From an optimization exercise on the open Yosys and OpenROAD flow, aimed at small area, a short achievable clock period and few clock cycles per item; shortcuts taken in it are not production practice.
At most, simulation tests tie the RTL to the original design; equivalence was not proved.
Power figures rest on the tool's default switching activity, not on a simulated workload.

==> flow/design.v <==
/*verilator lint_off DECLFILENAME*/
module exe_log2_plus_one
(
    input [31:0] in,
    output [5:0] out
);
    wire [7:0] v;
    wire [1:0] p [0:7];
    genvar g;
    generate
        for (g = 0; g < 8; g = g + 1) begin : nib
            wire [3:0] x = in[4*g+3:4*g];
            assign v[g] = |x;
            assign p[g] = x[3] ? 2'd3 : x[2] ? 2'd2 : x[1] ? 2'd1 : 2'd0;
        end
    endgenerate
    wire [2:0] k = v[7] ? 3'd7 : v[6] ? 3'd6 : v[5] ? 3'd5 : v[4] ? 3'd4 :
                   v[3] ? 3'd3 : v[2] ? 3'd2 : v[1] ? 3'd1 : 3'd0;
    assign out = (|v) ? {1'b0, k, p[k]} : 6'b111111;
endmodule
module exe_add_pfx #(parameter W = 32, parameter L = 5)
(
    input  [W-1:0] a,
    input  [W-1:0] b,
    input          ci,
    output [W-1:0] s,
    output         co
);
    wire [W-1:0] g [0:L];
    wire [W-1:0] p [0:L];
    assign g[0] = a & b;
    assign p[0] = a ^ b;
    genvar i, j;
    generate
        for (i = 0; i < L; i = i + 1) begin : lvl
            for (j = 0; j < W; j = j + 1) begin : bt
                if (j & (1 << i)) begin : blk
                    localparam integer K = ((j >> i) << i) - 1;
                    assign g[i+1][j] = g[i][j] | (p[i][j] & g[i][K]);
                    assign p[i+1][j] = p[i][j] & p[i][K];
                end else begin : pass
                    assign g[i+1][j] = g[i][j];
                    assign p[i+1][j] = p[i][j];
                end
            end
        end
    endgenerate
    wire [W:0] c;
    assign c[0] = ci;
    generate
        for (j = 1; j <= W; j = j + 1) begin : cy
            assign c[j] = g[L][j-1] | (p[L][j-1] & ci);
        end
    endgenerate
    assign s  = p[0] ^ c[W-1:0];
    assign co = c[W];
endmodule
module exe_neg_pfx #(parameter W = 32, parameter L = 5)
(
    input  [W-1:0] x,
    output [W-1:0] y
);
    wire [W-1:0] o [0:L];
    assign o[0] = x;
    genvar i, j;
    generate
        for (i = 0; i < L; i = i + 1) begin : lvl
            for (j = 0; j < W; j = j + 1) begin : bt
                if (j & (1 << i)) begin : blk
                    localparam integer K = ((j >> i) << i) - 1;
                    assign o[i+1][j] = o[i][j] | o[i][K];
                end else begin : pass
                    assign o[i+1][j] = o[i][j];
                end
            end
        end
    endgenerate
    assign y = x ^ {o[L][W-2:0], 1'b0};
endmodule
module exe_orup_pfx #(parameter W = 32, parameter L = 5)
(
    input  [W-1:0] x,
    output [W-1:0] y
);
    wire [W-1:0] r;
    wire [W-1:0] o;
    genvar j;
    generate
        for (j = 0; j < W; j = j + 1) begin : rv
            assign r[j] = x[W-1-j];
            assign y[j] = o[W-1-j];
        end
    endgenerate
    wire [W-1:0] n;
    exe_neg_pfx #(.W(W), .L(L)) p (.x(r), .y(n));
    assign o = r | (r ^ n);
endmodule
/*verilator lint_off DECLFILENAME*/
module div(
    input [0:0]         clk,
    input [0:0]         rstn,
    input flush_by_writeback,
    input [0:0]         div_en_in,
    input [0:0]         div_op,
    input [0:0]         div_sign,
    input [ 31:0 ]      div_sr0,
    input [ 31:0 ]      div_sr1,
    input [ 4:0 ]       div_addr_in,
    input [31:0]        div_pc_in,
    input [31:0]        div_inst_in,
    output reg [0:0]    div_en_out,
    output reg [0:0]    stall_by_div,
    output [ 31:0 ]     div_result,
    output [ 4:0 ]      div_addr_out,
    output [31:0]       div_pc_out,
    output [31:0]       div_inst_out
);
localparam PREP = 2'd0;
localparam ITER = 2'd1;
localparam NEG  = 2'd2;
reg [1:0]  phase;
reg [31:0] rem;       
reg [34:0] y;         
reg        cin;       
reg [31:0] quo;       
reg [5:0]  pa;        
reg [5:0]  pb;        
reg [4:0]  cnt;       
reg        sa_r;      
reg        qn;        
reg        sel;       
reg        neg;       
reg [4:0]  addr;
reg [31:0] pc;
reg [31:0] inst;
wire        sa = div_sign & div_sr0[31];
wire        sb = div_sign & div_sr1[31];
wire [5:0]  pa_w;
wire [5:0]  pb_w;
wire [31:0] xa = sa ? {~div_sr0[30:0], 1'b1} : div_sr0;
wire [31:0] xb = div_sr1 ^ {32{sb}};
wire        bz_w = div_sr1 == 0;
exe_log2_plus_one log2_1(xa, pa_w);
exe_log2_plus_one log2_2(xb, pb_w);
wire [31:0] ta;       
exe_orup_pfx #(.W(32), .L(5)) oa (.x(xa), .y(ta));
wire        skip = bz_w | (|(xb & ~ta));
wire [6:0]  d;
wire        d_co;
exe_add_pfx #(.W(7), .L(3)) dsub (.a({pa[5], pa}), .b(~{pb[5], pb}), .ci(1'b1), .s(d), .co(d_co));
wire [69:0] ysh = {y, {35{cin}}} << {d[5:1], 1'b0};
wire [34:0] y2 = {y[33:0], cin};
wire [31:0] t1, t2, t3;
wire [2:0]  h1, h2;
wire [3:0]  h3;
wire        c1, c2, c3;
exe_add_pfx #(.W(35), .L(6)) add1 (.a({3'b000, rem}), .b(y),  .ci(cin), .s({h1, t1}), .co(c1));
exe_add_pfx #(.W(35), .L(6)) add2 (.a({3'b000, rem}), .b(y2), .ci(cin), .s({h2, t2}), .co(c2));
wire [34:0] cs_s = {3'b000, rem} ^ y ^ y2;
wire [34:0] cs_c = ({3'b000, rem} & y) | ({3'b000, rem} & y2) | (y & y2);
exe_add_pfx #(.W(36), .L(6)) add3 (.a({1'b0, cs_s}), .b({cs_c, cin}), .ci(cin), .s({h3, t3}), .co(c3));
wire        ge1 = c1;
wire        ge2 = c2;
wire        ge3 = c3;
wire [1:0]  qd  = {ge2, ge3 | (ge1 & ~ge2)};
wire        lq  = (cnt == 0) & ~sel;
wire [31:0] rn  = ({32{~lq & ge3}} & t3) | ({32{~lq & ge2 & ~ge3}} & t2) |
                  ({32{~lq & ge1 & ~ge2}} & t1) | ({32{~lq & ~ge1}} & rem) |
                  ({32{lq}} & {quo[29:0], qd});
wire [31:0] nrem;
exe_neg_pfx #(.W(32), .L(5)) ng (.x(rem), .y(nrem));
assign div_result   = rem;
assign div_addr_out = addr;
assign div_pc_out   = pc;
assign div_inst_out = inst;
wire start = div_en_in & ~div_en_out;
wire fin   = (phase == NEG) || (phase == ITER && cnt == 0 && !neg);
always @(posedge clk) begin
    if (!rstn || flush_by_writeback) begin
        stall_by_div <= 0;
        div_en_out   <= 0;
    end else if (stall_by_div) begin
        if (fin) begin
            stall_by_div <= 0;
            div_en_out   <= 1;
        end
    end else begin
        stall_by_div <= start & ~skip;
        div_en_out   <= start & skip;
    end
end
always @(posedge clk) begin
    if (stall_by_div) begin
        case (phase)
            PREP: begin
                if (sa_r) rem <= nrem;
                quo   <= 0;
                y     <= ysh[69:35];
                cnt   <= d[5:1];
                neg   <= sel ? sa_r : qn;
                phase <= ITER;
            end
            ITER: begin
                rem <= rn;
                quo <= {quo[29:0], qd};
                y   <= {2'b11, y[34:2]};
                cnt <= cnt - 1;
                if (cnt == 0) phase <= NEG;
            end
            default: begin
                rem <= nrem;
                quo <= {quo[29:0], qd};
                y   <= {2'b11, y[34:2]};
            end
        endcase
    end else begin
        phase <= PREP;
        rem   <= (skip & ~div_op) ? 32'd0 : div_sr0;
        quo   <= 0;
        y     <= {3'b111, div_sr1 ^ {32{~sb}}};
        cin   <= ~sb;
        pa    <= pa_w;
        pb    <= pb_w;
        sa_r  <= sa;
        qn    <= sa ^ sb;
        sel   <= div_op;
        neg   <= 0;
        addr  <= div_addr_in;
        pc    <= div_pc_in;
        inst  <= div_inst_in;
    end
end
endmodule
clock: 6.0 ns
lec_check: 0
cap_margin: 20
core_margin: 2
core_utilization: 40
place_density: 0.6
setup_slack_margin: 2
slew_margin: 20
run.sh (not shown) runs the stock make flow with config.mk's settings and CLKGATE_MAP_FILE= SYNTH_SCRIPT=/design/flow/synth_recipe.tcl, a recipe that flattens the netlist after the stock synthesis.
==> next run, changes <==
--- a/flow/design.v
+++ b/flow/design.v
@@ -163,12 +163,10 @@
 wire        ge2 = c2;
 wire        ge3 = c3;
-wire [1:0]  qd  = {ge2, ge3 | (ge1 & ~ge2)};
-wire        lq  = (cnt == 0) & ~sel;
-wire [31:0] rn  = ({32{~lq & ge3}} & t3) | ({32{~lq & ge2 & ~ge3}} & t2) |
-                  ({32{~lq & ge1 & ~ge2}} & t1) | ({32{~lq & ~ge1}} & rem) |
-                  ({32{lq}} & {quo[29:0], qd});
-wire [31:0] nrem;
-exe_neg_pfx #(.W(32), .L(5)) ng (.x(rem), .y(nrem));
-assign div_result   = rem;
+wire [31:0] rn  = ({32{ge3}} & t3) | ({32{ge2 & ~ge3}} & t2) |
+                  ({32{ge1 & ~ge2}} & t1) | ({32{~ge1}} & rem);
+wire [31:0] mag = sel ? rem : quo;
+wire [31:0] nmag;
+exe_neg_pfx #(.W(32), .L(5)) ng (.x(mag), .y(nmag));
+assign div_result   = mag;
 assign div_addr_out = addr;
 assign div_pc_out   = pc;
@@ -194,5 +192,5 @@
         case (phase)
             PREP: begin
-                if (sa_r) rem <= nrem;
+                if (sa_r) rem <= nmag;
                 quo   <= 0;
                 y     <= ysh[69:35];
@@ -203,5 +201,5 @@
             ITER: begin
                 rem <= rn;
-                quo <= {quo[29:0], qd};
+                quo <= {quo[29:0], ge2, ge3 | (ge1 & ~ge2)};
                 y   <= {2'b11, y[34:2]};
                 cnt <= cnt - 1;
@@ -209,13 +207,14 @@
             end
             default: begin
-                rem <= nrem;
-                quo <= {quo[29:0], qd};
+                rem <= nmag;
+                quo <= {quo[29:0], ge2, ge3 | (ge1 & ~ge2)};
                 y   <= {2'b11, y[34:2]};
+                sel <= 1;
             end
         endcase
     end else begin
         phase <= PREP;
-        rem   <= (skip & ~div_op) ? 32'd0 : div_sr0;
-        quo   <= 0;
+        rem   <= div_sr0;
+        quo   <= skip ? 32'd0 : div_sr0;
         y     <= {3'b111, div_sr1 ^ {32{~sb}}};
         cin   <= ~sb;
Result:
- The changed run produced a clean layout
- via count went down by about 8%
- global-route usage went down by 2.4 points
- total power went down by about 8%
- wire length went down by about 9%
- first-iteration DRC count went down by about 40%
- clock skew went down by 7.5 ps
- clock-buffer cell count went up by 1
- critical path depth went down by 7
- sequential share of layout area went up by 1.7 points
- core utilization went down by 2.3 points
- cell count went down by about 4%
- hold slack improved by 20 ps
- cell area went down by about 7%
- sequential power went up by about 3%
Testbench counts after the change, summed over its fixed seeds: cycles 83,215, items 12,000.
The RTL of the first run of this note was laid out without a check of its function.
